This design comes from an exercise in tuning for small area on the open sky130 flow, not from production work.
The RTL was checked by simulation tests, not by an equivalence proof against the original design.

**flow/flow/run.sh**
```bash
#!/bin/bash
# Layout flow: the standard layout (standard.sh) with an area-oriented
# synthesis in front of it.
#  2. the same ORFS synthesis run with flow/my_synth.tcl: Yosys's synth
#     without its quick ABC pass, so that the full adders written in the RTL
#     are extracted as written, and the final ABC mapping with
#     flow/abc_area.script (area-oriented standard-cell mapping).
#  3. flow/regnames.py gives that netlist's flip-flops the standard names
#     (paired by the net on their Q pin); if anything does not pair one to
#     one, the standard netlist is kept.
#  4. standard.sh finish on the chosen netlist, with a buf_1 as the buffer
#     that every input and output port gets.
# Each tool's output goes to a log file of its own in the work folder.
set -uo pipefail
W=$(pwd)
F=$W/flow
R=$W/orfs/results/$FLOW_PLATFORM/AluTop/base
A=$W/area/results/$FLOW_PLATFORM/AluTop/base

bash standard.sh synth > "$W/log_1_standard_synth.txt" 2>&1 || exit 1
cp "$R/1_2_yosys.v" "$W/standard_1_2_yosys.v"

MY_ABC_SCRIPT=$F/abc_area.script bash standard.sh SYNTH_SCRIPT=$F/my_synth.tcl WORK_HOME=$W/area synth \
	> "$W/log_2_area_synth.txt" 2>&1
if [[ -f $A/1_2_yosys.v ]] && python3 "$F/regnames.py" "$W/standard_1_2_yosys.v" "$A/1_2_yosys.v" \
	"$W/area_1_2_yosys.v" > "$W/log_3_regnames.txt" 2>&1; then
	cp "$W/area_1_2_yosys.v" "$R/1_2_yosys.v"
	touch "$R/1_2_yosys.v"
	echo "using the area synthesis" >> "$W/log_3_regnames.txt"
else
	echo "using the standard synthesis" >> "$W/log_3_regnames.txt"
fi

bash standard.sh "BUFFER_PORTS_ARGS=-buffer_cell sky130_fd_sc_hd__buf_1" finish > "$W/log_4_layout.txt" 2>&1
```
**flow/flow/abc_area.script**
```
strash
dch
amap
topo
stime -c
```
**flow/flow/my_synth.tcl**
```tcl
# The standard flow's synthesis script with three changes: Yosys's synth runs without its
# quick ABC pass (so that full adders are found in the logic as written),
# only full adders are extracted, and the final ABC mapping uses the script
# named by MY_ABC_SCRIPT.
proc synth {args} { yosys synth -nofsm -noshare -noabc {*}$args }
# Only full adders: a half adder cell is no smaller than its XOR and AND.
proc extract_fa {args} { yosys extract_fa -fa }
proc abc {args} {
  set i [lsearch -exact $args -script]
  if { $i >= 0 && [info exists ::env(MY_ABC_SCRIPT)] } {
    set args [lreplace $args [expr {$i + 1}] [expr {$i + 1}] $::env(MY_ABC_SCRIPT)]
  }
  yosys abc {*}$args
}
source $::env(SCRIPTS_DIR)/synth.tcl
# left out here: clear keep_hierarchy, flatten, clean up, hide names made inside functions, write 1_2_yosys.v
```
**flow/flow/regnames.py**
```python
#!/usr/bin/env python3
"""Give the flip-flops of a netlist the names the standard synthesis gave them.

usage: regnames.py STANDARD.v CUSTOM.v OUT.v
Flip-flops are paired by the net on their Q pin. Exits non-zero, writing
nothing, unless every flip-flop pairs one to one with the same cell type."""
import re
import sys

INST = re.compile(r'^(\s*)(sky130_fd_sc_hd__\w+)\s+(\\\S+|\S+)\s*\(', re.M)


def flops(text):
    out = {}
    for m in INST.finditer(text):
        cell, name = m.group(2), m.group(3)
        if not re.match(r'sky130_fd_sc_hd__(df|sdf|edf|dl)', cell):
            continue
        body = text[m.end():text.index(');', m.end())]
        q = re.search(r'\.Q\(\s*(\\\S+|[^\s)]+)\s*\)', body)
        if not q:
            sys.exit('flop without Q: ' + name)
        out[name] = (cell, q.group(1), m)
    return out


std = open(sys.argv[1]).read()
cus = open(sys.argv[2]).read()
fs, fc = flops(std), flops(cus)
by_q = {}
for name, (cell, q, _) in fs.items():
    if q in by_q:
        sys.exit('two standard flops on one net ' + q)
    by_q[q] = (name, cell)
if len(fs) != len(fc):
    sys.exit('flop counts differ: %d standard, %d custom' % (len(fs), len(fc)))
ren = {}
for name, (cell, q, m) in fc.items():
    if q not in by_q:
        sys.exit('no standard flop drives ' + q)
    sname, scell = by_q.pop(q)
    if re.sub(r'_\d+$', '', scell) != re.sub(r'_\d+$', '', cell):
        sys.exit('cell types differ on ' + q)
    ren[name] = sname
names_in_use = set(m.group(3) for m in INST.finditer(cus))
for name, sname in ren.items():
    if sname != name and sname in names_in_use and sname not in ren:
        sys.exit('name clash ' + sname)
# rewrite instance names (positions from the end so offsets stay valid)
edits = sorted(((m.start(3), m.end(3), ren[n]) for n, (c, q, m) in fc.items()), reverse=True)
for a, b, new in edits:
    if new.startswith('\\') and not new.endswith(' '):
        new = new + ' '
    cus = cus[:a] + new + cus[b:]
open(sys.argv[3], 'w').write(cus)
print('renamed %d of %d flops' % (sum(1 for n in ren if ren[n] != n), len(ren)))
```
**flow/standard.sh**
```bash
#!/bin/bash
# synth_recipe.tcl (not shown) runs the flow's synth.tcl, then flattens the netlist and writes it again
# the make line also repeats each setting of config.mk as NAME=value (left out here)
make -C /OpenROAD-flow-scripts/flow DESIGN_CONFIG=/design/flow/config.mk WORK_HOME=/design/flow/orfs CLKGATE_MAP_FILE= SYNTH_SCRIPT=/design/flow/synth_recipe.tcl "${@:-finish}"
```
**flow/config.mk**
```make
export PLATFORM = sky130hd
export DESIGN_NAME = AluTop
export DESIGN_NICKNAME = AluTop
export VERILOG_FILES = /design/flow/design.v
export SDC_FILE = /design/flow/constraint.sdc
export NUM_CORES = 4
export LEC_CHECK = 0
export CAP_MARGIN = 20
export CORE_MARGIN = 2
export CORE_UTILIZATION = 55
export CTS_BUF_LIST = sky130_fd_sc_hd__clkbuf_8
export CTS_CLUSTER_SIZE = 20
export SLEW_MARGIN = 20
```
**flow/constraint.sdc**
```tcl
create_clock -name core_clock -period 34.0 [get_ports {Clock}]
set_input_delay 6.8000 -clock core_clock [delete_from_list [all_inputs] [get_ports {Clock}]]
set_output_delay 6.8000 -clock core_clock [all_outputs]
set_load 0.01 [all_outputs]
```
**flow/design.v**
```verilog
package InstructionSetPkg;
	parameter DataWidth          = 16;
	parameter ImmediateWidth     = 6;
	parameter ImmediateHighStart = 11;
	typedef enum logic [3:0] {
		NAND = 4'd0,
		ROL  = 4'd1,
		MOVE = 4'd2,
		NOR  = 4'd3,
		ROR  = 4'd4,
		LIL  = 4'd5,
		LIU  = 4'd6,
		ADC  = 4'd7,
		SUB  = 4'd8,
		DIV  = 4'd9,
		MOD  = 4'd10,
		MUL  = 4'd11,
		MUH  = 4'd12,
		NOP13 = 4'd13,
		NOP14 = 4'd14,
		NOP15 = 4'd15
	} eOperation;
	typedef struct packed {
		logic Overflow;
		logic Parity;
		logic Negative;
		logic Zero;
		logic Carry;
	} sFlags;
endpackage
module CondNeg (input logic [15:0] X, input logic Neg, output logic [15:0] Y);
	logic [16:0] t;
	assign t[0] = 1'b0;
	genvar k;
	generate for (k = 0; k < 16; k++) begin : g
		assign Y[k]   = X[k] ^ t[k];
		assign t[k+1] = t[k] | (Neg & X[k]);
	end endgenerate
endmodule
module UMul16 (input logic [15:0] A, input logic [15:0] B, output logic [31:0] P);
	logic [29:0] p15;
	UMul15 core (.A(A[14:0]), .B(B[14:0]), .P(p15));
	assign P[14:0]  = p15[14:0];
	assign P[30:15] = {1'b0, p15[29:15]} | (B & {16{A[15]}}) | (A & {16{B[15]}});
	assign P[31]    = 1'b0;
endmodule
module UMul15 (input logic [14:0] A, input logic [14:0] B, output logic [29:0] P);
	logic [14:0] accn [0:14];
	logic        topn [0:14];
	genvar i, k;
	generate
		assign accn[0] = ~(A & {15{B[0]}});
		assign topn[0] = 1'b1;
		assign P[0] = ~accn[0][0];
		for (i = 1; i < 15; i++) begin : row
			logic [14:0] inn, ppn;
			logic [15:0] cyn;
			assign inn = {topn[i-1], accn[i-1][14:1]};
			assign ppn = ~(A & {15{B[i]}});
			assign cyn[0] = 1'b1;
			for (k = 0; k < 15; k++) begin : b
				assign accn[i][k] = inn[k] ^ ppn[k] ^ cyn[k];
				assign cyn[k+1]   = (inn[k] & ppn[k]) | (inn[k] & cyn[k]) | (ppn[k] & cyn[k]);
			end
			assign topn[i] = cyn[15];
			assign P[i] = ~accn[i][0];
		end
		assign P[29:15] = ~{topn[14], accn[14][14:1]};
	endgenerate
endmodule
module DivSteps #(parameter int JHI = 15, parameter int JLO = 0)
(
	input  logic [15:0]      WordIn,
	input  logic [15:0]      ND,
	input  logic             En,
	output logic [15:0]      WordOut,
	output logic [JHI:JLO]   Q
);
	logic [15:0] nD;
	logic [16:0] dHigh;    
	logic [15:0] word [JLO:JHI+1];
	assign nD = ND;
	assign dHigh[16] = 1'b0;
	assign word[JHI+1] = WordIn;
	genvar j, k;
	generate
		for (k = 15; k >= 0; k--) begin : dh
			assign dHigh[k] = dHigh[k+1] | ~nD[k];
		end
		for (j = JHI; j >= JLO; j--) begin : step
			localparam int W = 16 - j;
			logic [W-1:0] rp, diff;
			logic [W:0]   cy;
			assign rp = word[j+1][15:j];
			assign cy[0] = 1'b1;
			for (k = 0; k < W; k++) begin : b
				assign diff[k] = rp[k] ^ nD[k] ^ cy[k];
				assign cy[k+1] = (rp[k] & nD[k]) | (rp[k] & cy[k]) | (nD[k] & cy[k]);
			end
			assign Q[j] = En & cy[W] & ~dHigh[W];
			if (j == 0) begin : last
				assign word[j] = Q[j] ? diff : rp;
			end else begin : mid
				assign word[j] = {Q[j] ? diff : rp, word[j+1][j-1:0]};
			end
		end
	endgenerate
	assign WordOut = word[JLO];
endmodule
module AluTop
(
	input  logic        Clock,
	input  logic [3:0]  Operation,
	input  logic [4:0]  InFlags,
	input  logic [5:0]  InImm,
	input  logic [15:0] InSrc,
	input  logic [15:0] InDest,
	output logic [15:0] OutDest,
	output logic [4:0]  OutFlags
);
	logic        sN, sS;
	logic [15:0] aN, aS;
	assign sN = InDest[15];
	assign sS = InSrc[15];
	CondNeg absN (.X(InDest), .Neg(sN), .Y(aN));
	CondNeg absS (.X(InSrc),  .Neg(sS), .Y(aS));
	logic [31:0] prod;
	UMul16 mul (.A(aN), .B(aS), .P(prod));
	logic        isDiv, isMod, srcZero, enA;
	logic [15:0] wordA;
	logic [15:8] qA;
	assign isDiv   = (Operation == 4'd9);
	assign isMod   = (Operation == 4'd10);
	assign srcZero = (InSrc == 16'd0);
	assign enA     = (isDiv | isMod) & ~srcZero;
	DivSteps #(.JHI(15), .JLO(8)) divA (.WordIn(aN), .ND(~aS), .En(enA), .WordOut(wordA), .Q(qA));
	logic        isSub, c;
	logic [15:0] addB, sum;
	logic [16:0] cy;
	assign c     = InFlags[0];
	assign isSub = (Operation == 4'd8);
	assign addB  = InSrc ^ {16{isSub}};
	assign cy[0] = c ^ isSub;
	genvar k;
	generate for (k = 0; k < 16; k++) begin : g_add
		assign sum[k]  = InDest[k] ^ addB[k] ^ cy[k];
		assign cy[k+1] = (InDest[k] & addB[k]) | (InDest[k] & cy[k]) | (addB[k] & cy[k]);
	end endgenerate
	logic [15:0] valA;
	logic [4:0]  flagsA;
	logic        selA, negA, updA;
	always_comb begin
		flagsA = InFlags;
		case (Operation)
			4'd0:  valA = ~(InSrc & InDest);
			4'd1:  valA = {InSrc[14:0], c};
			4'd2:  valA = InSrc;
			4'd3:  valA = ~(InSrc | InDest);
			4'd4:  valA = {c, InSrc[15:1]};
			4'd5:  valA = {{10{InImm[5]}}, InImm};
			4'd6:  valA = InImm[5] ? {InImm[4:0], InDest[10:0]} : {{4{InImm[5]}}, InImm, InDest[5:0]};
			4'd7, 4'd8: valA = sum;
			4'd11: valA = prod[15:0];
			4'd12: valA = prod[31:16];
			4'd9, 4'd10: valA = srcZero ? 16'd0 : wordA;
			default: valA = 16'd0;
		endcase
		if (Operation == 4'd1) flagsA[0] = InSrc[15];
		if (Operation == 4'd4) flagsA[0] = InSrc[0];
		if (Operation == 4'd7 || Operation == 4'd8) begin
			flagsA[0] = cy[16] ^ isSub;
			flagsA[4] = (InDest[15] ^ sum[15]) & ~(InDest[15] ^ addB[15]);
		end
		updA = (Operation >= 4'd7 && Operation <= 4'd12);
		selA = enA ? isDiv : updA;
		negA = 1'b0;
		if (Operation == 4'd11 || Operation == 4'd12) negA = sN ^ sS;
		if (enA) negA = isDiv ? (sN ^ sS) : sN;
	end
	logic [15:0] valB, ndB;
	logic [15:8] qB;
	logic [1:0]  flagsB;    
	logic        enB, selB, negB;
	always_ff @(posedge Clock) begin
		valB   <= valA;
		ndB    <= updA ? ~aS : {~aS[15:3], flagsA[3:1]};
		qB     <= qA;
		flagsB <= {flagsA[4], flagsA[0]};
		enB    <= enA;
		selB   <= selA;
		negB   <= negA;
	end
	logic [15:0] wordB;
	logic [7:3]  qBn;
	DivSteps #(.JHI(7), .JLO(3)) divB (.WordIn(valB), .ND(ndB), .En(enB), .WordOut(wordB), .Q(qBn));
	logic [15:0] valC, ndC;
	logic [15:3] qC;
	logic [1:0]  flagsC;
	logic        enC, selC, negC;
	always_ff @(posedge Clock) begin
		valC   <= wordB;
		ndC    <= ndB;
		qC     <= {qB, qBn};
		flagsC <= flagsB;
		enC    <= enB;
		selC   <= selB;
		negC   <= negB;
	end
	logic [15:0] wordC, mag;
	logic [2:0]  qCn;
	DivSteps #(.JHI(2), .JLO(0)) divC (.WordIn(valC), .ND(ndC), .En(enC), .WordOut(wordC), .Q(qCn));
	assign mag = (enC & selC) ? {qC, qCn} : wordC;
	CondNeg negR (.X(mag), .Neg(negC), .Y(OutDest));
	always_comb begin
		OutFlags = {flagsC[1], ndC[2:0], flagsC[0]};
		if (enC | selC) begin
			OutFlags[1] = ~|OutDest;
			OutFlags[2] = OutDest[15];
			OutFlags[3] = ~^OutDest;
		end
	end
endmodule
```
==> flow_metrics.py, run 1 <==
metrics = {
    "yosys": {
        "syn_inst": 1443,
        "synth_nets": 1822,
        "yosys_warnings": 10,
        "syn_avg_cell_area_um2": 9.58,
        "synth_area_mm2": 0.0138,
    },
    "global_route": {
        "grt_pass1_wl_um": 66900,
        "grt_max_degree": 33,
        "grt_use_total": 0.332,
        "overflow": 0,
        "antenna_found_initial": 2,
        "grt_pass1_vias": 12400,
    },
    "layout": {
        "nets": 1957,
        "syn_to_final_growth_pct": 9.83,
        "drive_above_1_share": 0.0518,
        "stdcell_area_mm2": 0.0152,
    },
    "sta": {
        "finalHoldViolCount": 0,
        "relSlewSlack": 0.318,
        "setup_viol": 0,
        "fin_tns_setup_ns": 0,
        "tightest_slew_ns": 1.01,
        "finalClockSkew_ns": 0.0124,
        "period_needed_ns": 32.80,
        "period_share": 0.965,
        "fmax_mhz": 30.5,
        "slew_violations": 0,
    },
    "setup_path": {
        "cp_top_family": "adder cells",
        "cp-start-kind": "register",
        "r2r_end": "valC[3]$_DFF_P_",
        "path_common_cell": "fa_1",
        "crit_cells": 73,
        "worst-path-buf-inv": 5,
        "worstSetupPathType": "reg2out",
        "cp-endpoint": "OutFlags[3]",
        "rr_startpoint": "ndB[0]$_DFF_P_",
        "reg2reg_depth": 70,
        "startpoint": "ndC[0]$_DFF_P_",
        "slowest_stage": "or4b_1",
        "cp.required_ns": 27.20,
        "critPathMaxFanout": 18,
        "critPathCaptureType": "output pin",
        "cpPeakStageDelay_ns": 0.58,
        "ff2ff_setup_slack_ns": 6.78,
        "crit_arrival_ns": 26.00,
    },
    "floorplanning": {
        "pin_count": 69,
        "start_util": 0.555,
        "row_count": 58,
        "dieHeight_um": 163,
        "core-area_mm2": 0.0249,
        "die-area_mm2": 0.0264,
        "die_w_um": 163,
    },
    "clock_tree": {
        "clk_pin_slew_ns": 0.10,
        "clk-insertion-delay-late_ns": 0.37,
        "htreeDepth": 3,
        "clk_path_buf_depth": 2,
        "hold_buffers": 0,
        "cts_root_buf": "clkbuf_8",
        "numCtsBuffers": 9,
        "cts_tree": "yes",
        "clock_sinks": 95,
    },
    "run_status": {
        "outcome": "complete, no violations",
    },
    "detailed_routing": {
        "drtPass1Iterations": 5,
        "drc_errors": 0,
        "post_drt_wl_per_cell_um": 21.8,
        "drt_iter0_drc": 925,
        "drt_wl_total_um": 41800,
        "detailroute.via_count": 12000,
        "ant_nets": 0,
        "routed_via_density": 6.28,
    },
    "place": {
        "io_buffers": 68,
        "place_congestion": 0.980,
        "place_area_mm2": 0.0148,
        "hpwlAfterDp_um": 33500,
    },
    "flow_run": {
        "cap_violations": 0,
    },
    "worst_hold_path": {
        "hold_path.class": "reg2reg",
    },
}
==> per-stage QoR <==
stage	hold slack, ns	util	setup slack [ns]	std cells
6_report	0.320	0.610	1.20	1914
5_1_grt	0.334	0.610	-0.0152	1913
4_1_cts	0.325	0.605	0.0538	1900
3_5_place_dp	0.312	0.596	0.530	1884
3_3_place_gp	0.312	0.596	1.10	1884
2_1_floorplan	0.310	-	1.71	1443
==> worst min path at each step <==
stage	from	end	slack, ns	depth (start not counted)
5_1_grt	negB$_DFF_P_	negC$_DFF_P_	0.33	0
2_1_floorplan	flagsB[0]$_DFF_P_	flagsC[0]$_DFF_P_	0.31	0
3_5_place_dp	qB[15]$_DFF_P_	qC[15]$_DFF_P_	0.31	0
3_3_place_gp	qB[15]$_DFF_P_	qC[15]$_DFF_P_	0.31	0
4_1_cts	negB$_DFF_P_	negC$_DFF_P_	0.32	0
6_report	negB$_DFF_P_	negC$_DFF_P_	0.32	0
==> per-layer routing <==
metal  wire length, um  share of wire  vias to the layer above  GRT usage
met5                13        0.00031                        -          0
met1             16000           0.38                     6114      0.400
li1                  -              -                     5356          -
met3              2530          0.061                      126     0.0540
met4              1920          0.046                        2      0.131
met2             21300           0.51                      417      0.595
==> state kept, by name (all words and copies together) (netlist names) <==
name and count:
selB 1, valC 16, ndC 16, qB 8
flagsC 2, qC 13, valB 16, enC 1
flagsB 2, negC 1, selC 1, ndB 16
negB 1, enB 1
==> layout by cell type (no fill, tap or decap), types with 4 or more instances in the layout <==
cell type and instances:
a2111oi_0 15, nor3_1 38, nand3_1 9, and3_1 9
o221a_1 5, buf_1 68, fa_1 331, a22o_1 40
a31oi_1 5, o22a_1 36, a22oi_1 15, o32a_1 8
nand4_1 9, a21oi_1 53, o21ai_1 4, clkinv_1 136
nand2_1 57, o22ai_1 76, o2111ai_1 10, o21ai_0 74
buf_4 56, a211oi_1 20, clkbuf_8 10, nor2_1 318
or2_0 15, or3_1 5, o31ai_1 6, a221oi_1 14
dfxtp_1 95
==> repair_timing <==
item | CTS | global route
setup endpoints to repair | 0 | 6
buffers inserted | 0 | 12
gates resized for setup | 0 | 7
==> cell type report <==
cell class              count  area, um2
inverters                 138        526
diodes                      1       2.50
repair inverters            1       5.00
clock buffers              10        138
fillers                  2207       9710
clock inverters             6       85.1
multi-input cells        1209      11400
well taps                 330        413
flip-flops and latches     95       1900
repair buffers            124        676
==> worst reg2reg max path: cells and delay by family, from the launching register on <==
family          cells  cell delay, ns
flops               1            0.47
buf+inv             9            2.33
compound gates      6            1.28
fa+ha+maj          47           21.47
simple gates        8            1.58
==> run 2: changes to the inputs <==
--- a/flow/design.v
+++ b/flow/design.v
@@ -89,19 +89,37 @@
 		end
 		for (j = JHI; j >= JLO; j--) begin : step
 			localparam int W = 16 - j;
-			logic [W-1:0] rp, diff;
-			logic [W:0]   cy;
+			logic [W-1:0] rp;
 			assign rp = word[j+1][15:j];
-			assign cy[0] = 1'b1;
-			for (k = 0; k < W; k++) begin : b
-				assign diff[k] = rp[k] ^ nD[k] ^ cy[k];
-				assign cy[k+1] = (rp[k] & nD[k]) | (rp[k] & cy[k]) | (nD[k] & cy[k]);
-			end
-			assign Q[j] = En & cy[W] & ~dHigh[W];
-			if (j == 0) begin : last
-				assign word[j] = Q[j] ? diff : rp;
-			end else begin : mid
-				assign word[j] = {Q[j] ? diff : rp, word[j+1][j-1:0]};
+			if (((JHI - j) % 2) == 0) begin : pos
+				logic [W-1:0] diff;
+				logic [W:0]   cy;
+				assign cy[0] = 1'b1;
+				for (k = 0; k < W; k++) begin : b
+					assign diff[k] = rp[k] ^ nD[k] ^ cy[k];
+					assign cy[k+1] = (rp[k] & nD[k]) | (rp[k] & cy[k]) | (nD[k] & cy[k]);
+				end
+				assign Q[j] = En & cy[W] & ~dHigh[W];
+				if (j == 0) begin : last
+					assign word[j] = Q[j] ? diff : rp;
+				end else begin : mid
+					assign word[j] = {Q[j] ? diff : rp, word[j+1][j-1:0]};
+				end
+			end else begin : neg
+				logic [W-1:0] rpn, diffn;
+				logic [W:0]   cyn;
+				assign rpn = ~rp;
+				assign cyn[0] = 1'b0;
+				for (k = 0; k < W; k++) begin : b
+					assign diffn[k] = rpn[k] ^ ~nD[k] ^ cyn[k];
+					assign cyn[k+1] = (rpn[k] & ~nD[k]) | (rpn[k] & cyn[k]) | (~nD[k] & cyn[k]);
+				end
+				assign Q[j] = En & ~cyn[W] & ~dHigh[W];
+				if (j == 0) begin : last
+					assign word[j] = Q[j] ? ~diffn : rp;
+				end else begin : mid
+					assign word[j] = {Q[j] ? ~diffn : rp, word[j+1][j-1:0]};
+				end
 			end
 		end
 	endgenerate
==> flow/config.mk (replaced) <==
export PLATFORM = sky130hd
export DESIGN_NAME = AluTop
export DESIGN_NICKNAME = AluTop
export VERILOG_FILES = /design/flow/design.v
export SDC_FILE = /design/flow/constraint.sdc
export NUM_CORES = 4
export LEC_CHECK = 0
export CAP_MARGIN = 0
export CORE_MARGIN = 2
export CORE_UTILIZATION = 65
export CTS_BUF_LIST = sky130_fd_sc_hd__clkbuf_8
export CTS_CLUSTER_SIZE = 20
export GPL_TIMING_DRIVEN = 0
export SLEW_MARGIN = 0
==> flow_metrics.py, run 2 <==
metrics = {
    "layout": {
        "syn_to_final_growth_pct": 8.06,
        "drive_above_1_share": 0.0352,
        "stdcell_area_mm2": 0.0149,
        "final_cell_mix": "331 x fa_1, 306 x nor2_1, 124 x clkinv_1",
        "stdcell_count": 1811,
        "final_common_cell": "fa_1",
        "nets": 1909,
    },
    "detailed_routing": {
        "detailroute.via_count": 11700,
        "post_drt_wl_per_cell_um": 21.3,
        "drtPass1Iterations": 5,
        "drt_wl_total_um": 38500,
        "ant_nets": 0,
        "drc_errors": 0,
        "routed_via_density": 6.48,
        "drt_iter0_drc": 934,
    },
    "sta": {
        "relSlewSlack": -0.0126,
        "slew_violations": 1,
        "whs_ns": 0.332,
        "period_share": 0.959,
        "rsz0062_at_grt": "no",
        "fmax_mhz": 30.7,
        "tightest_slew_ns": 1.48,
        "finalHoldViolCount": 0,
        "setup_viol": 0,
        "fin_tns_setup_ns": 0,
        "period_needed_ns": 32.61,
        "layout_setup_ws_ns": 1.39,
        "finalClockSkew_ns": 0.0135,
    },
    "clock_tree": {
        "htreeDepth": 3,
        "hold_buffers": 0,
        "clk-insertion-delay-late_ns": 0.37,
        "clock_sinks": 95,
        "cts_tree": "yes",
        "clk_pin_slew_ns": 0.09,
        "clk_path_buf_depth": 2,
        "cts_root_buf": "clkbuf_8",
        "numCtsBuffers": 9,
    },
    "floorplanning": {
        "die_w_um": 149,
        "die-area_mm2": 0.0223,
        "dieHeight_um": 149,
        "start_util": 0.658,
        "core-area_mm2": 0.0209,
        "row_count": 53,
        "pin_count": 69,
    },
    "global_route": {
        "grt_use_total": 0.364,
        "overflow": 0,
        "grt_pass1_vias": 11900,
        "grt_pass1_wl_um": 61900,
        "antenna_found_initial": 2,
        "grt_max_degree": 36,
    },
    "yosys": {
        "syn_inst": 1433,
        "yosys_warnings": 10,
        "synth_nets": 1812,
        "synth_area_mm2": 0.0138,
        "syn_avg_cell_area_um2": 9.60,
    },
    "setup_path": {
        "critPathCaptureType": "output pin",
        "cp-start-kind": "register",
        "cp.required_ns": 27.20,
        "slowest_stage": "or4b_1",
        "cpPeakStageDelay_ns": 0.62,
        "r2r_end": "valC[3]$_DFF_P_",
        "critPathMaxFanout": 17,
        "reg2reg_depth": 70,
        "worstSetupPathType": "reg2out",
        "crit_arrival_ns": 25.81,
        "path_common_cell": "fa_1",
        "rr_startpoint": "ndB[0]$_DFF_P_",
        "ff2ff_setup_slack_ns": 7.28,
    },
    "place": {
        "pre_cts_ws_ns": 0.413,
        "io_buffers": 68,
        "hpwlAfterDp_um": 31800,
        "dp.cells": 1789,
        "place_area_mm2": 0.0146,
        "place_congestion": 0.995,
    },
    "worst_hold_path": {
        "whs_endpoint": "negC$_DFF_P_",
        "hp-start": "negB$_DFF_P_",
        "min_delay_path_depth": 0,
        "hold_path.class": "reg2reg",
    },
    "run_status": {
        "outcome": "complete, but fails checks",
        "so_faults": "max-capacitance violations, max-slew violations",
    },
    "flow_run": {
        "cap_violations": 1,
    },
}
## run 2: how the worst max path moves through the flow
stage	from	endpoint	slack, ns	cells after the start
after floorplan	ndC[0]$_DFF_P_	OutFlags[3]	2.31	67
after global placement	ndC[0]$_DFF_P_	OutFlags[3]	0.85	66
after detailed placement	ndC[0]$_DFF_P_	OutFlags[3]	0.41	66
after CTS	ndC[0]$_DFF_P_	OutFlags[3]	0.05	68
after global routing	ndC[0]$_DFF_P_	OutFlags[3]	0.15	70
final	ndC[0]$_DFF_P_	OutFlags[3]	1.39	70
## run 2: through the flow
stage | utilization
floorplan | -
global placement | 0.687
detailed placement | 0.698
CTS | 0.708
global route | 0.711
finish | 0.711
## run 2: critical path, delay by kind of cell, from the launching register on
kind	cells	cell delay, ns
buf+inv	4	0.72
flops	1	0.38
simple gates	17	4.27
fa+ha+maj	42	18.96
compound gates	7	1.12
## run 2: layout make-up
cell class	instances	area [um2]
diodes	1	2.50
plain buffers	1	7.51
clock buffers	9	124
clock inverters	7	96.3
fillers	1668	6030
inverters	127	485
multi-input cells	1210	11500
flip-flops and latches	95	1900
well taps	275	344
repair buffers	86	447
## run 2: timing repair
item	4_1_cts	5_1_grt
pin swaps	0	0
setup buffers	0	5
gates resized for setup	1	4
setup endpoints to repair	1	6
## run 2: metal layers
layer	global-route usage	wire, um
met1	0.453	14200
met2	0.628	19600
met3	0.0543	2730
met4	0.173	1940
met5	0	0
==> run 3: changes to the inputs <==
--- a/flow/config.mk
+++ b/flow/config.mk
@@ -9,6 +9,5 @@
 export CORE_MARGIN = 2
 export CORE_UTILIZATION = 65
 export CTS_BUF_LIST = sky130_fd_sc_hd__clkbuf_8
-export CTS_CLUSTER_SIZE = 20
-export GPL_TIMING_DRIVEN = 0
+export CTS_CLUSTER_SIZE = 40
 export SLEW_MARGIN = 0
==> flow_metrics.py, run 3 <==
metrics = {
    "setup_path": {
        "critPathMaxFanout": 17,
        "rr_startpoint": "ndB[0]$_DFF_P_",
        "critPathCaptureType": "output pin",
        "cpPeakStageDelay_ns": 0.62,
        "path_common_cell": "fa_1",
        "reg2reg_depth": 74,
        "crit_arrival_ns": 25.94,
        "r2r_end": "valC[3]$_DFF_P_",
        "worstSetupPathType": "reg2out",
        "cp.required_ns": 27.20,
        "slowest_stage": "or4b_1",
        "ff2ff_setup_slack_ns": 7.65,
        "cp-start-kind": "register",
    },
    "yosys": {
        "yosys_warnings": 10,
        "synth_nets": 1812,
        "syn_inst": 1433,
        "syn_avg_cell_area_um2": 9.60,
        "synth_area_mm2": 0.0138,
    },
    "sta": {
        "slew_violations": 0,
        "period_needed_ns": 32.74,
        "period_share": 0.963,
        "setup_viol": 0,
        "relSlewSlack": 0.0671,
        "tightest_slew_ns": 1.36,
        "finalClockSkew_ns": 0.0213,
        "finalHoldViolCount": 0,
        "rsz0062_at_grt": "no",
        "fmax_mhz": 30.5,
        "fin_tns_setup_ns": 0,
    },
    "layout": {
        "drive_above_1_share": 0.0405,
        "final_cell_mix": "331 x fa_1, 306 x nor2_1, 125 x clkinv_1",
        "final_util": 0.715,
        "multi_input_area_mm2": 0.0114,
        "nets": 1929,
        "syn_to_final_growth_pct": 8.55,
        "antenna_cells": 0,
        "stdcell_area_mm2": 0.0149,
        "final_common_cell": "fa_1",
        "register_area_mm2": 0.00190,
        "nFillCells": 1621,
    },
    "detailed_routing": {
        "routed_via_density": 6.53,
        "drt_wl_total_um": 39000,
        "detailroute.via_count": 11900,
        "post_drt_wl_per_cell_um": 21.3,
        "drc_errors": 0,
        "drtPass1Iterations": 5,
        "ant_nets": 0,
        "drt_iter0_drc": 779,
    },
    "global_route": {
        "grt_pass1_wl_um": 63700,
        "antenna_found_initial": 2,
        "grt_pass1_vias": 12100,
        "overflow": 0,
        "grt_max_degree": 36,
        "grt_use_total": 0.373,
    },
    "clock_tree": {
        "cts_tree": "yes",
        "clk_pin_slew_ns": 0.11,
        "clk_path_buf_depth": 2,
        "numCtsBuffers": 9,
        "clock_sinks": 95,
        "clk-insertion-delay-late_ns": 0.37,
        "cts_setup_buffers": 0,
        "cts_root_buf": "clkbuf_8",
        "htreeDepth": 3,
    },
    "place": {
        "place_area_mm2": 0.0147,
        "hpwlAfterDp_um": 31500,
        "io_buffers": 68,
        "place_congestion": 0.996,
    },
    "floorplanning": {
        "pin_count": 69,
        "core-area_mm2": 0.0209,
        "dieHeight_um": 149,
        "row_count": 53,
        "die_w_um": 149,
        "die-area_mm2": 0.0223,
        "start_util": 0.658,
    },
    "worst_hold_path": {
        "whs_endpoint": "qC[13]$_DFF_P_",
        "hold_path.class": "reg2reg",
        "hp-start": "qB[13]$_DFF_P_",
        "min_delay_path_depth": 0,
    },
    "flow_run": {
        "cap_violations": 0,
    },
    "run_status": {
        "outcome": "complete, no violations",
    },
}
## run 3: cell type report
| class | instances | area share |
|---|---|---|
| clock inverters | 6 | 0.00771 |
| multi-input cells | 1210 | 0.763 |
| clock buffers | 10 | 0.00922 |
| repair buffers | 107 | 0.0367 |
| flip-flops and latches | 95 | 0.127 |
| well taps | 275 | 0.0230 |
| inverters | 127 | 0.0324 |
## run 3: worst max-delay path by stage
stage	from	to	slack, ns	cells past startpoint
2_1_floorplan	ndC[0]$_DFF_P_	OutFlags[3]	2.31	67
6_report	ndC[0]$_DFF_P_	OutFlags[3]	1.26	69
4_1_cts	ndC[0]$_DFF_P_	OutFlags[3]	0.66	67
3_3_place_gp	ndC[0]$_DFF_P_	OutFlags[3]	1.95	67
3_5_place_dp	ndC[0]$_DFF_P_	OutFlags[3]	1.13	67
5_1_grt	ndC[0]$_DFF_P_	OutFlags[3]	0.1	69
## run 3: routing by layer
| layer | global-route usage | share of wire | vias up |
|---|---|---|---|
| met5 | 0 | 0 | - |
| met3 | 0.0686 | 0.079 | 137 |
| li1 | - | - | 5269 |
| met2 | 0.633 | 0.50 | 524 |
| met1 | 0.457 | 0.36 | 6014 |
| met4 | 0.196 | 0.058 | 0 |
## run 3: worst max-delay path: cells and delay by family (launching register included)
family / cells / cell delay [ns]
AO/OA/AOI/OAI: 7 / 1.42
flip-flops: 1 / 0.36
AND/OR/NAND/NOR: 17 / 4.30
buffers and inverters: 4 / 1.05
adder cells (fa/ha/maj): 41 / 18.41
## run 3: repair_timing
item,CTS,global route
endpoints found under the setup margin,0,4
endpoints found under the hold margin,0,0
resized for setup,0,4
hold buffers,0,0
## run 3: through the flow
stage / hold slack [ns] / worst slack (ns) / std cells
after CTS: 0.320 / 0.656 / 1830
final: 0.317 / 1.26 / 1830
after floorplan: 0.310 / 2.31 / 1433
after global placement: 0.310 / 1.95 / 1814
after global routing: 0.321 / 0.0997 / 1830
after detailed placement: 0.313 / 1.13 / 1814
==> run 4: changes to the inputs <==
--- a/flow/config.mk
+++ b/flow/config.mk
@@ -9,5 +9,5 @@
 export CORE_MARGIN = 2
 export CORE_UTILIZATION = 65
 export CTS_BUF_LIST = sky130_fd_sc_hd__clkbuf_8
-export CTS_CLUSTER_SIZE = 40
+export CTS_CLUSTER_SIZE = 20
 export SLEW_MARGIN = 0
==> flow_metrics.py, run 4 <==
metrics = {
    "global_route": {
        "overflow": 0,
        "grt_pass1_vias": 12100,
        "grt_pass1_wl_um": 63700,
        "grt_use_total": 0.373,
        "grt_max_degree": 36,
        "antenna_found_initial": 2,
    },
    "sta": {
        "period_needed_ns": 32.74,
        "relSlewSlack": 0.0671,
        "fin_tns_setup_ns": 0,
        "tightest_slew_ns": 1.36,
        "rsz0062_at_grt": "no",
        "period_share": 0.963,
        "finalHoldViolCount": 0,
        "setup_viol": 0,
        "slew_violations": 0,
        "finalClockSkew_ns": 0.0213,
        "fmax_mhz": 30.5,
    },
    "layout": {
        "drive_above_1_share": 0.0405,
        "antenna_cells": 0,
        "syn_to_final_growth_pct": 8.55,
        "final_common_cell": "fa_1",
        "nets": 1929,
        "register_area_mm2": 0.00190,
        "nFillCells": 1621,
        "multi_input_area_mm2": 0.0114,
        "final_cell_mix": "331 x fa_1, 306 x nor2_1, 125 x clkinv_1",
    },
    "setup_path": {
        "slowest_stage": "or4b_1",
        "cp.required_ns": 27.20,
        "path_common_cell": "fa_1",
        "critPathCaptureType": "output pin",
        "crit_arrival_ns": 25.94,
        "critPathMaxFanout": 17,
        "cpPeakStageDelay_ns": 0.62,
        "worstSetupPathType": "reg2out",
        "cp-start-kind": "register",
        "reg2reg_depth": 74,
    },
    "floorplanning": {
        "core-area_mm2": 0.0209,
        "dieHeight_um": 149,
        "pin_count": 69,
        "start_util": 0.658,
        "die_w_um": 149,
        "die-area_mm2": 0.0223,
        "row_count": 53,
    },
    "worst_hold_path": {
        "min_delay_path_depth": 0,
        "hold_path.class": "reg2reg",
    },
    "detailed_routing": {
        "drtPass1Iterations": 5,
        "routed_via_density": 6.53,
        "detailroute.via_count": 11900,
        "post_drt_wl_per_cell_um": 21.3,
        "drt_wl_total_um": 39000,
        "ant_nets": 0,
        "drt_iter0_drc": 779,
        "drc_errors": 0,
    },
    "clock_tree": {
        "cts_root_buf": "clkbuf_8",
        "clk_pin_slew_ns": 0.11,
        "hold_buffers": 0,
        "numCtsBuffers": 9,
        "clk-insertion-delay-late_ns": 0.37,
        "clock_sinks": 95,
        "cts_tree": "yes",
        "htreeDepth": 3,
        "clk_path_buf_depth": 2,
    },
    "flow_run": {
        "cap_violations": 0,
    },
    "yosys": {
        "syn_inst": 1433,
        "synth_area_mm2": 0.0138,
        "yosys_warnings": 10,
        "synth_nets": 1812,
        "syn_avg_cell_area_um2": 9.60,
    },
    "place": {
        "hpwlAfterDp_um": 31500,
        "place_congestion": 0.996,
        "io_buffers": 68,
    },
    "run_status": {
        "outcome": "complete, no violations",
    },
}
## run 4: worst paths after layout
path             startpoint         endpoint  slack [ns]
max          ndC[0]$_DFF_P_      OutFlags[3]        1.26
min          qB[13]$_DFF_P_   qC[13]$_DFF_P_        0.32
max reg2reg  ndB[0]$_DFF_P_  valC[3]$_DFF_P_        7.65
min reg2reg  qB[13]$_DFF_P_   qC[13]$_DFF_P_        0.32
## run 4: critical path: cells and delay by family, from the launching register on
kind | cells | cell delay, ns
adders and majority gates | 41 | 18.41
buffers and inverters | 4 | 1.05
AOI/OAI and AO/OA | 7 | 1.42
and+or+nand+nor | 17 | 4.30
DFF | 1 | 0.36
## run 4: timing repair
action,CTS,global route
setup buffers,0,0
gates resized for setup,0,4
endpoints found under the setup margin,0,4
## run 4: layout make-up
| class | count | share of cell area |
|---|---|---|
| Multi-Input combinational cell | 1210 | 0.763 |
| Timing Repair Buffer | 107 | 0.0367 |
| Sequential cell | 95 | 0.127 |
| Clock buffer | 10 | 0.00922 |
| Inverter | 127 | 0.0324 |
| Tap cell | 275 | 0.0230 |
| Clock inverter | 6 | 0.00771 |
## run 4: per-stage QoR
step            util  instance area, um2  instances  hold slack [ns]  worst slack (ns)
6_report       0.715               14900       1830            0.317              1.26
5_1_grt        0.715               14900       1830            0.321            0.0997
2_1_floorplan      -               13800       1433            0.310              2.31
3_3_place_gp   0.702               14700       1814            0.310              1.95
4_1_cts        0.714               14900       1830            0.320             0.656
3_5_place_dp   0.702               14700       1814            0.313              1.13
## run 4: layer usage
metal  GRT usage  vias up  wire (um)
met4       0.196        0       2280
li1            -     5269          -
met1       0.457     6014      14000
met3      0.0686      137       3060
met2       0.633      524      19600
met5           0        -          0
==> run 5: changes to the inputs <==
--- a/flow/config.mk
+++ b/flow/config.mk
@@ -5,9 +5,10 @@
 export SDC_FILE = /design/flow/constraint.sdc
 export NUM_CORES = 4
 export LEC_CHECK = 0
-export CAP_MARGIN = 0
+export CAP_MARGIN = 20
 export CORE_MARGIN = 2
 export CORE_UTILIZATION = 65
 export CTS_BUF_LIST = sky130_fd_sc_hd__clkbuf_8
 export CTS_CLUSTER_SIZE = 20
-export SLEW_MARGIN = 0
+export GPL_TIMING_DRIVEN = 0
+export SLEW_MARGIN = 20
==> flow_metrics.py, run 5 <==
metrics = {
    "run_status": {
        "outcome": "complete, no violations",
    },
    "layout": {
        "final_common_cell": "fa_1",
        "nets": 1911,
        "final_cell_mix": "331 x fa_1, 304 x nor2_1, 124 x clkinv_1",
        "stdcell_area_mm2": 0.0150,
        "drive_above_1_share": 0.0449,
        "syn_to_final_growth_pct": 8.83,
    },
    "setup_path": {
        "reg2reg_depth": 70,
        "cp-start-kind": "register",
        "worstSetupPathType": "reg2out",
        "rr_startpoint": "ndB[0]$_DFF_P_",
        "cp.required_ns": 27.20,
        "ff2ff_setup_slack_ns": 7.41,
        "critPathMaxFanout": 17,
        "crit_arrival_ns": 25.95,
        "r2r_end": "valC[3]$_DFF_P_",
        "critPathCaptureType": "output pin",
        "slowest_stage": "or4b_1",
        "cpPeakStageDelay_ns": 0.62,
        "path_common_cell": "fa_1",
    },
    "clock_tree": {
        "cts_root_buf": "clkbuf_8",
        "clock_sinks": 95,
        "htreeDepth": 3,
        "hold_buffers": 0,
        "clk_path_buf_depth": 2,
        "numCtsBuffers": 9,
        "clk-insertion-delay-late_ns": 0.36,
        "cts_tree": "yes",
        "clk_pin_slew_ns": 0.09,
    },
    "place": {
        "io_buffers": 68,
        "place_congestion": 0.995,
        "hpwlAfterDp_um": 31600,
        "pre_cts_ws_ns": 0.408,
        "place_area_mm2": 0.0147,
    },
    "floorplanning": {
        "core-area_mm2": 0.0209,
        "pin_count": 69,
        "dieHeight_um": 149,
        "start_util": 0.658,
        "row_count": 53,
        "die_w_um": 149,
        "die-area_mm2": 0.0223,
    },
    "sta": {
        "layout_setup_ws_ns": 1.25,
        "tightest_slew_ns": 1.09,
        "slew_violations": 0,
        "rsz0062_at_grt": "no",
        "relSlewSlack": 0.270,
        "period_needed_ns": 32.75,
        "fin_tns_setup_ns": 0,
        "finalHoldViolCount": 0,
        "period_share": 0.963,
        "setup_viol": 0,
        "finalClockSkew_ns": 0.0130,
        "fmax_mhz": 30.5,
    },
    "worst_hold_path": {
        "hp-start": "selB$_DFF_P_",
        "whs_endpoint": "selC$_DFF_P_",
        "hold_path.class": "reg2reg",
        "min_delay_path_depth": 0,
    },
    "detailed_routing": {
        "drt_iter0_drc": 758,
        "detailroute.via_count": 11800,
        "ant_nets": 0,
        "drc_errors": 0,
        "drt_wl_total_um": 38700,
        "drtPass1Iterations": 5,
        "post_drt_wl_per_cell_um": 21.3,
        "routed_via_density": 6.52,
    },
    "global_route": {
        "antenna_found_initial": 4,
        "grt_max_degree": 36,
        "grt_pass1_wl_um": 61800,
        "overflow": 0,
        "grt_use_total": 0.362,
        "grt_pass1_vias": 11800,
    },
    "yosys": {
        "syn_inst": 1433,
        "yosys_warnings": 10,
        "syn_avg_cell_area_um2": 9.60,
        "synth_area_mm2": 0.0138,
        "synth_nets": 1812,
    },
    "flow_run": {
        "cap_violations": 0,
    },
}
## run 5: changes by cell type in the layout (fill, tap and decap cells not counted), sizes merged
cell / before / now
buf: 107 / 89
diode: 0 / 2
inv: 1 / 3
bufinv: 3 / 2
clkbuf: 10 / 9
## run 5: what timing repair did
action                                  4_1_cts  5_1_grt
endpoints found under the setup margin        1        6
setup buffers                                 0        5
gates resized for setup                       1        4
endpoints found under the hold margin         0        0
## run 5: metal layers
metal  global-route usage  wire (um)  part of all wire
met1                0.470      14500              0.38
met2                0.617      19700              0.51
met3               0.0396       2650             0.068
met5                    0          0                 0
met4                0.164       1850             0.048
## run 5: layout make-up
cell class | count | area (um2)
Tap cell | 275 | 344
Antenna cell | 2 | 5.00
Inverter | 127 | 485
Buffer | 1 | 7.51
Clock buffer | 9 | 124
Fill cell | 1656 | 5920
Multi-Input combinational cell | 1210 | 11500
Timing Repair Buffer | 88 | 485
Clock inverter | 7 | 93.8
Sequential cell | 95 | 1900
## run 5: worst max path at each step
stage                              start  cells past startpoint  slack [ns]           to
after floorplan           ndC[0]$_DFF_P_                     67        2.31  OutFlags[3]
after global placement    ndC[0]$_DFF_P_                     66        0.85  OutFlags[3]
after detailed placement  ndC[0]$_DFF_P_                     66        0.41  OutFlags[3]
after CTS                 ndC[0]$_DFF_P_                     66        0.13  OutFlags[3]
after global routing      ndC[0]$_DFF_P_                     70        0.03  OutFlags[3]
final                     ndC[0]$_DFF_P_                     70        1.25  OutFlags[3]
## run 5: worst max-delay path, delay by kind of cell (launching register included)
| family | cells | cell delay [ns] |
|---|---|---|
| AOI/OAI and AO/OA | 7 | 1.16 |
| adders and majority gates | 42 | 18.97 |
| DFF | 1 | 0.39 |
| buffers and inverters | 4 | 0.80 |
| and+or+nand+nor | 17 | 4.26 |
## run 5: through the flow
step | utilization | cells | hold WS, ns
detailed placement | 0.702 | 1790 | 0.312
CTS | 0.712 | 1806 | 0.335
floorplan | - | 1433 | 0.310
global placement | 0.687 | 1776 | 0.310
finish | 0.717 | 1814 | 0.333
global route | 0.716 | 1812 | 0.344
==> run 6: changes to the inputs <==
--- a/flow/design.v
+++ b/flow/design.v
@@ -73,8 +73,11 @@
 	input  logic [15:0]      WordIn,
 	input  logic [15:0]      ND,
 	input  logic             En,
+	input  logic             Cin,
+	input  logic             Force,
 	output logic [15:0]      WordOut,
-	output logic [JHI:JLO]   Q
+	output logic [JHI:JLO]   Q,
+	output logic             Cout
 );
 	logic [15:0] nD;
 	logic [16:0] dHigh;    
@@ -94,31 +97,37 @@
 			if (((JHI - j) % 2) == 0) begin : pos
 				logic [W-1:0] diff;
 				logic [W:0]   cy;
-				assign cy[0] = 1'b1;
+				assign cy[0] = (j == JLO) ? Cin : 1'b1;
 				for (k = 0; k < W; k++) begin : b
 					assign diff[k] = rp[k] ^ nD[k] ^ cy[k];
 					assign cy[k+1] = (rp[k] & nD[k]) | (rp[k] & cy[k]) | (nD[k] & cy[k]);
 				end
 				assign Q[j] = En & cy[W] & ~dHigh[W];
+				if (j == JLO) begin : co
+					assign Cout = cy[W];
+				end
 				if (j == 0) begin : last
-					assign word[j] = Q[j] ? diff : rp;
+					assign word[j] = (Q[j] | ((j == JLO) & Force)) ? diff : rp;
 				end else begin : mid
-					assign word[j] = {Q[j] ? diff : rp, word[j+1][j-1:0]};
+					assign word[j] = {(Q[j] | ((j == JLO) & Force)) ? diff : rp, word[j+1][j-1:0]};
 				end
 			end else begin : neg
 				logic [W-1:0] rpn, diffn;
 				logic [W:0]   cyn;
 				assign rpn = ~rp;
-				assign cyn[0] = 1'b0;
+				assign cyn[0] = (j == JLO) ? ~Cin : 1'b0;
 				for (k = 0; k < W; k++) begin : b
 					assign diffn[k] = rpn[k] ^ ~nD[k] ^ cyn[k];
 					assign cyn[k+1] = (rpn[k] & ~nD[k]) | (rpn[k] & cyn[k]) | (~nD[k] & cyn[k]);
 				end
 				assign Q[j] = En & ~cyn[W] & ~dHigh[W];
+				if (j == JLO) begin : co
+					assign Cout = ~cyn[W];
+				end
 				if (j == 0) begin : last
-					assign word[j] = Q[j] ? ~diffn : rp;
+					assign word[j] = (Q[j] | ((j == JLO) & Force)) ? ~diffn : rp;
 				end else begin : mid
-					assign word[j] = {Q[j] ? ~diffn : rp, word[j+1][j-1:0]};
+					assign word[j] = {(Q[j] | ((j == JLO) & Force)) ? ~diffn : rp, word[j+1][j-1:0]};
 				end
 			end
 		end
@@ -151,19 +160,15 @@
 	assign isMod   = (Operation == 4'd10);
 	assign srcZero = (InSrc == 16'd0);
 	assign enA     = (isDiv | isMod) & ~srcZero;
-	DivSteps #(.JHI(15), .JLO(8)) divA (.WordIn(aN), .ND(~aS), .En(enA), .WordOut(wordA), .Q(qA));
-	logic        isSub, c;
-	logic [15:0] addB, sum;
-	logic [16:0] cy;
-	assign c     = InFlags[0];
-	assign isSub = (Operation == 4'd8);
-	assign addB  = InSrc ^ {16{isSub}};
-	assign cy[0] = c ^ isSub;
-	genvar k;
-	generate for (k = 0; k < 16; k++) begin : g_add
-		assign sum[k]  = InDest[k] ^ addB[k] ^ cy[k];
-		assign cy[k+1] = (InDest[k] & addB[k]) | (InDest[k] & cy[k]) | (addB[k] & cy[k]);
-	end endgenerate
+	logic        coA;
+	DivSteps #(.JHI(15), .JLO(8)) divA (.WordIn(aN), .ND(~aS), .En(enA), .Cin(1'b1), .Force(1'b0),
+		.WordOut(wordA), .Q(qA), .Cout(coA));
+	logic        isSub, isAddSub, c;
+	logic [15:0] addB;
+	assign c        = InFlags[0];
+	assign isSub    = (Operation == 4'd8);
+	assign isAddSub = (Operation == 4'd7) || isSub;
+	assign addB     = InSrc ^ {16{isSub}};
 	logic [15:0] valA;
 	logic [4:0]  flagsA;
 	logic        selA, negA, updA;
@@ -177,7 +182,7 @@
 			4'd4:  valA = {c, InSrc[15:1]};
 			4'd5:  valA = {{10{InImm[5]}}, InImm};
 			4'd6:  valA = InImm[5] ? {InImm[4:0], InDest[10:0]} : {{4{InImm[5]}}, InImm, InDest[5:0]};
-			4'd7, 4'd8: valA = sum;
+			4'd7, 4'd8: valA = InDest;
 			4'd11: valA = prod[15:0];
 			4'd12: valA = prod[31:16];
 			4'd9, 4'd10: valA = srcZero ? 16'd0 : wordA;
@@ -185,9 +190,9 @@
 		endcase
 		if (Operation == 4'd1) flagsA[0] = InSrc[15];
 		if (Operation == 4'd4) flagsA[0] = InSrc[0];
-		if (Operation == 4'd7 || Operation == 4'd8) begin
-			flagsA[0] = cy[16] ^ isSub;
-			flagsA[4] = (InDest[15] ^ sum[15]) & ~(InDest[15] ^ addB[15]);
+		if (isAddSub) begin
+			flagsA[0] = c ^ isSub;    
+			flagsA[4] = isSub;
 		end
 		updA = (Operation >= 4'd7 && Operation <= 4'd12);
 		selA = enA ? isDiv : updA;
@@ -201,8 +206,8 @@
 	logic        enB, selB, negB;
 	always_ff @(posedge Clock) begin
 		valB   <= valA;
-		ndB    <= updA ? ~aS : {~aS[15:3], flagsA[3:1]};
-		qB     <= qA;
+		ndB    <= isAddSub ? addB : updA ? ~aS : {~aS[15:3], flagsA[3:1]};
+		qB     <= {qA[15] | isAddSub, qA[14:8]};
 		flagsB <= {flagsA[4], flagsA[0]};
 		enB    <= enA;
 		selB   <= selA;
@@ -210,7 +215,9 @@
 	end
 	logic [15:0] wordB;
 	logic [7:3]  qBn;
-	DivSteps #(.JHI(7), .JLO(3)) divB (.WordIn(valB), .ND(ndB), .En(enB), .WordOut(wordB), .Q(qBn));
+	logic        coB;
+	DivSteps #(.JHI(7), .JLO(3)) divB (.WordIn(valB), .ND(ndB), .En(enB), .Cin(1'b1), .Force(1'b0),
+		.WordOut(wordB), .Q(qBn), .Cout(coB));
 	logic [15:0] valC, ndC;
 	logic [15:3] qC;
 	logic [1:0]  flagsC;
@@ -226,11 +233,18 @@
 	end
 	logic [15:0] wordC, mag;
 	logic [2:0]  qCn;
-	DivSteps #(.JHI(2), .JLO(0)) divC (.WordIn(valC), .ND(ndC), .En(enC), .WordOut(wordC), .Q(qCn));
+	logic        addC, coC;
+	assign addC = ~enC & qC[15];
+	DivSteps #(.JHI(2), .JLO(0)) divC (.WordIn(valC), .ND(ndC), .En(enC), .Cin(~addC | flagsC[0]),
+		.Force(addC), .WordOut(wordC), .Q(qCn), .Cout(coC));
 	assign mag = (enC & selC) ? {qC, qCn} : wordC;
 	CondNeg negR (.X(mag), .Neg(negC), .Y(OutDest));
 	always_comb begin
 		OutFlags = {flagsC[1], ndC[2:0], flagsC[0]};
+		if (addC) begin
+			OutFlags[0] = coC ^ flagsC[1];
+			OutFlags[4] = (valC[15] ^ OutDest[15]) & ~(valC[15] ^ ndC[15]);
+		end
 		if (enC | selC) begin
 			OutFlags[1] = ~|OutDest;
 			OutFlags[2] = OutDest[15];
==> flow/config.mk (replaced) <==
export PLATFORM = sky130hd
export DESIGN_NAME = AluTop
export DESIGN_NICKNAME = AluTop
export VERILOG_FILES = /design/flow/design.v
export SDC_FILE = /design/flow/constraint.sdc
export NUM_CORES = 4
export LEC_CHECK = 0
export CAP_MARGIN = 0
export CORE_MARGIN = 2
export CORE_UTILIZATION = 65
export CTS_BUF_LIST = sky130_fd_sc_hd__clkbuf_8
export CTS_CLUSTER_SIZE = 20
export SLEW_MARGIN = 0
==> flow_metrics.py, run 6 <==
metrics = {
    "run_status": {
        "outcome": "complete, no violations",
    },
    "layout": {
        "nets": 1954,
        "nFillCells": 1555,
        "multi_input_area_mm2": 0.0112,
        "antenna_cells": 0,
        "final_util": 0.724,
        "stdcell_count": 1865,
        "final_common_cell": "nor2_1",
        "drive_above_1_share": 0.0370,
        "register_area_mm2": 0.00190,
        "syn_to_final_growth_pct": 8.21,
        "final_cell_mix": "323 x nor2_1, 316 x fa_1, 146 x clkinv_1",
    },
    "detailed_routing": {
        "drt_wl_total_um": 39900,
        "drc_errors": 0,
        "drtPass1Iterations": 7,
        "ant_nets": 0,
        "routed_via_density": 6.41,
        "detailroute.via_count": 11900,
        "drt_iter0_drc": 878,
        "post_drt_wl_per_cell_um": 21.4,
    },
    "global_route": {
        "grt_use_total": 0.384,
        "grt_pass1_wl_um": 65300,
        "overflow": 0,
        "antenna_found_initial": 2,
        "grt_pass1_vias": 12600,
        "grt_max_degree": 35,
    },
    "yosys": {
        "synth_area_mm2": 0.0136,
        "synth_nets": 1837,
        "syn_inst": 1473,
        "yosys_warnings": 10,
        "syn_avg_cell_area_um2": 9.24,
    },
    "setup_path": {
        "critPathMaxFanout": 17,
        "cp.required_ns": 27.20,
        "cp-start-kind": "register",
        "ff2ff_setup_slack_ns": 7.39,
        "rr_startpoint": "ndB[0]$_DFF_P_",
        "path_common_cell": "fa_1",
        "critPathCaptureType": "output pin",
        "crit_arrival_ns": 25.83,
        "r2r_end": "valC[3]$_DFF_P_",
        "slowest_stage": "or4b_1",
        "worstSetupPathType": "reg2out",
        "reg2reg_depth": 76,
        "cpPeakStageDelay_ns": 0.59,
    },
    "clock_tree": {
        "numCtsBuffers": 9,
        "htreeDepth": 3,
        "cts_tree": "yes",
        "clk_pin_slew_ns": 0.12,
        "cts_root_buf": "clkbuf_8",
        "clk_path_buf_depth": 2,
        "hold_buffers": 0,
        "clk-insertion-delay-late_ns": 0.37,
        "clock_sinks": 95,
    },
    "sta": {
        "period_needed_ns": 32.63,
        "setup_viol": 0,
        "period_share": 0.960,
        "fin_tns_setup_ns": 0,
        "tightest_slew_ns": 0.988,
        "finalHoldViolCount": 0,
        "layout_setup_ws_ns": 1.37,
        "fmax_mhz": 30.6,
        "slew_violations": 0,
        "finalClockSkew_ns": 0.0225,
        "relSlewSlack": 0.339,
    },
    "floorplanning": {
        "core-area_mm2": 0.0204,
        "row_count": 52,
        "pin_count": 69,
        "dieHeight_um": 149,
        "start_util": 0.669,
        "die_w_um": 149,
        "die-area_mm2": 0.0221,
    },
    "worst_hold_path": {
        "hp-start": "selB$_DFF_P_",
        "whs_endpoint": "selC$_DFF_P_",
        "min_delay_path_depth": 0,
        "hold_path.class": "reg2reg",
    },
    "flow_run": {
        "cap_violations": 0,
    },
    "place": {
        "place_congestion": 1.06,
        "dp.cells": 1849,
        "io_buffers": 68,
        "hpwlAfterDp_um": 32700,
        "pre_cts_ws_ns": 1.35,
    },
}
-- run 6: metal layers --
metal | vias to the layer above | routed length (um) | track usage
met5 | - | 23 | 0
li1 | 5347 | - | -
met1 | 5895 | 14300 | 0.453
met3 | 175 | 2470 | 0.0489
met4 | 4 | 2620 | 0.220
met2 | 527 | 20500 | 0.680
-- run 6: timing repair --
item,CTS,global route
endpoints found under the setup margin,0,2
setup buffers,0,0
gates resized for setup,0,6
-- run 6: cell type report --
cell class                 count  area share
timing repair buffer         107      0.0372
multi-input combinational   1229       0.758
sequential                    95       0.129
inverter                     148      0.0382
clock buffer                   9     0.00841
tap                          270      0.0229
clock inverter                 7     0.00603
-- run 6: worst max-delay path by stage --
stage / slack [ns] / cells past startpoint / to / from
4_1_cts: 0.82 / 70 / OutFlags[3] / ndC[0]$_DFF_P_
3_3_place_gp: 1.88 / 70 / OutFlags[3] / ndC[0]$_DFF_P_
3_5_place_dp: 1.35 / 70 / OutFlags[3] / ndC[0]$_DFF_P_
5_1_grt: -0.009 / 72 / OutFlags[3] / ndC[0]$_DFF_P_
6_report: 1.37 / 72 / OutFlags[3] / ndC[0]$_DFF_P_
2_1_floorplan: 2.21 / 67 / OutFlags[3] / ndC[0]$_DFF_P_
-- run 6: through the flow --
| step | instance area [um2] | hold WS [ns] |
|---|---|---|
| 2_1_floorplan | 13600 | 0.310 |
| 3_3_place_gp | 14500 | 0.311 |
| 3_5_place_dp | 14500 | 0.312 |
| 4_1_cts | 14700 | 0.338 |
| 5_1_grt | 14700 | 0.342 |
| 6_report | 14700 | 0.339 |
-- run 6: critical path, delay by kind of cell, from the launching register on --
kind,cells,cell delay [ns]
buffers and inverters,6,1.10
DFF,1,0.41
xor gates and xnor gates,2,0.29
and+or+nand+nor,14,3.64
adders and majority gates,41,18.54
AOI/OAI and AO/OA,9,1.51
==> run 7: changes to the inputs <==
==> flow/flow/abc_area.script (replaced) <==
strash
dch -f
amap -m -A 8 -F 2
topo
stime -c
==> flow_metrics.py, run 7 <==
metrics = {
    "run_status": {
        "outcome": "complete, no violations",
    },
    "setup_path": {
        "slowest_stage": "fa_1",
        "worstSetupPathType": "reg2out",
        "cpPeakStageDelay_ns": 0.47,
        "r2r_end": "valC[3]$_DFF_P_",
        "cp.required_ns": 27.20,
        "crit_arrival_ns": 25.68,
        "reg2reg_depth": 70,
        "path_common_cell": "fa_1",
        "critPathMaxFanout": 17,
        "cp-start-kind": "register",
        "ff2ff_setup_slack_ns": 7.46,
        "rr_startpoint": "ndB[0]$_DFF_P_",
        "critPathCaptureType": "output pin",
    },
    "global_route": {
        "grt_pass1_wl_um": 66400,
        "grt_use_total": 0.396,
        "overflow": 0,
        "antenna_found_initial": 2,
        "grt_max_degree": 30,
        "grt_pass1_vias": 12700,
    },
    "layout": {
        "antenna_cells": 0,
        "drive_above_1_share": 0.0343,
        "final_common_cell": "nor2_1",
        "syn_to_final_growth_pct": 7.95,
        "nets": 1934,
        "stdcell_count": 1845,
        "final_cell_mix": "333 x nor2_1, 316 x fa_1, 154 x clkinv_1",
    },
    "detailed_routing": {
        "ant_nets": 0,
        "drt_wl_total_um": 41400,
        "routed_via_density": 6.58,
        "drt_iter0_drc": 1087,
        "detailroute.via_count": 12100,
        "drc_errors": 0,
        "drtPass1Iterations": 8,
        "post_drt_wl_per_cell_um": 22.4,
    },
    "worst_hold_path": {
        "hp-start": "qB[10]$_DFF_P_",
        "min_delay_path_depth": 0,
        "hold_path.class": "reg2reg",
        "whs_endpoint": "qC[10]$_DFF_P_",
    },
    "yosys": {
        "yosys_warnings": 10,
        "synth_nets": 1823,
        "synth_area_mm2": 0.0135,
        "syn_avg_cell_area_um2": 9.27,
        "syn_inst": 1459,
    },
    "clock_tree": {
        "numCtsBuffers": 9,
        "htreeDepth": 3,
        "clk_pin_slew_ns": 0.09,
        "clk_path_buf_depth": 2,
        "cts_root_buf": "clkbuf_8",
        "clk-insertion-delay-late_ns": 0.36,
        "cts_tree": "yes",
        "clock_sinks": 95,
    },
    "place": {
        "hpwlAfterDp_um": 33800,
        "dp.cells": 1826,
        "io_buffers": 68,
        "place_congestion": 1.04,
    },
    "sta": {
        "tightest_slew_ns": 1.33,
        "setup_viol": 0,
        "fmax_mhz": 30.8,
        "finalClockSkew_ns": 0.00865,
        "relSlewSlack": 0.109,
        "slew_violations": 0,
        "rsz0062_at_grt": "no",
        "period_share": 0.955,
        "fin_tns_setup_ns": 0,
        "finalHoldViolCount": 0,
        "period_needed_ns": 32.48,
    },
    "floorplanning": {
        "die-area_mm2": 0.0220,
        "core-area_mm2": 0.0203,
        "start_util": 0.666,
        "dieHeight_um": 148,
        "row_count": 52,
        "pin_count": 69,
        "die_w_um": 148,
    },
    "flow_run": {
        "cap_violations": 0,
    },
}
[run 7: timing repair]
item / 4_1_cts / 5_1_grt
endpoints found under the setup margin: 0 / 4
hold buffers: 0 / 0
buffers inserted: 0 / 3
gates resized for setup: 0 / 5
[run 7: layout make-up]
type	count	area (um2)
Clock buffer	10	138
Sequential cell	95	1900
Inverter	156	593
Clock inverter	6	61.3
Tap cell	270	338
Multi-Input combinational cell	1207	11100
Timing Repair Buffer	101	503
Fill cell	1578	5710
[run 7: routing by layer]
| metal | routed length, um | share of wire | vias up | track usage |
|---|---|---|---|---|
| met5 | 17 | 0.00041 | - | 0 |
| met4 | 3170 | 0.077 | 2 | 0.265 |
| met3 | 3180 | 0.077 | 185 | 0.0564 |
| met2 | 20600 | 0.50 | 606 | 0.682 |
| met1 | 14400 | 0.35 | 6013 | 0.466 |
| li1 | - | - | 5326 | - |
[run 7: how the worst max path moves through the flow]
stage               slack [ns]     endpoint      startpoint
CTS                       0.67  OutFlags[3]  ndC[0]$_DFF_P_
floorplan                 2.54  OutFlags[3]  ndC[0]$_DFF_P_
detailed placement        1.14  OutFlags[3]  ndC[0]$_DFF_P_
finish                    1.52  OutFlags[3]  ndC[0]$_DFF_P_
global placement          1.92  OutFlags[3]  ndC[0]$_DFF_P_
global route             0.005  OutFlags[3]  ndC[0]$_DFF_P_
[run 7: critical path: cells and delay by family (launching register included)]
kind            cells  cell delay [ns]
compound gates     17             2.77
xor+xnor            1             0.16
fa+ha+maj          42            18.85
buf+inv             5             0.85
flops               1             0.39
simple gates       13             2.31
[run 7: metrics by stage]
stage               area [um2]  worst slack, ns  utilization  hold slack (ns)
floorplan                13500             2.54            -            0.310
global placement         14400             1.92        0.707            0.310
detailed placement       14400             1.14        0.707            0.314
CTS                      14600            0.672        0.717            0.326
global route             14600          0.00531        0.719            0.327
finish                   14600             1.52        0.719            0.327

## re-timing with driven ports
The results above use ideal ports. As a check the final layouts listed here were re-extracted and re-timed, cells and wires unchanged.
Step 1 assumes that a clkbuf_16 drives the clock port and a buf_2 every other input.
Step 2 also shifts input and output timing later by t, the mid clock arrival at the registers, as if the neighbouring blocks saw the same clock.
Slacks: no drivers / after step 1 / after step 2; pairs: no drivers / after step 1.
run	t (ns)	slack for setup (ns)	worst setup path after step 2	worst slew at a driven data input, ns
run 1	0.397	1.197 / 1.163 / 1.560	register to output	0.05
run 2	0.400	1.389 / 1.354 / 1.754	register to output	0.04
run 3	0.397	1.265 / 1.228 / 1.625	register to output	0.04
run 4	0.397	1.265 / 1.228 / 1.625	register to output	0.04
run 5	0.397	1.253 / 1.212 / 1.609	register to output	0.04
run 6	0.399	1.368 / 1.328 / 1.727	register to output	0.07
run 7	0.393	1.515 / 1.478 / 1.870	register to output	0.06
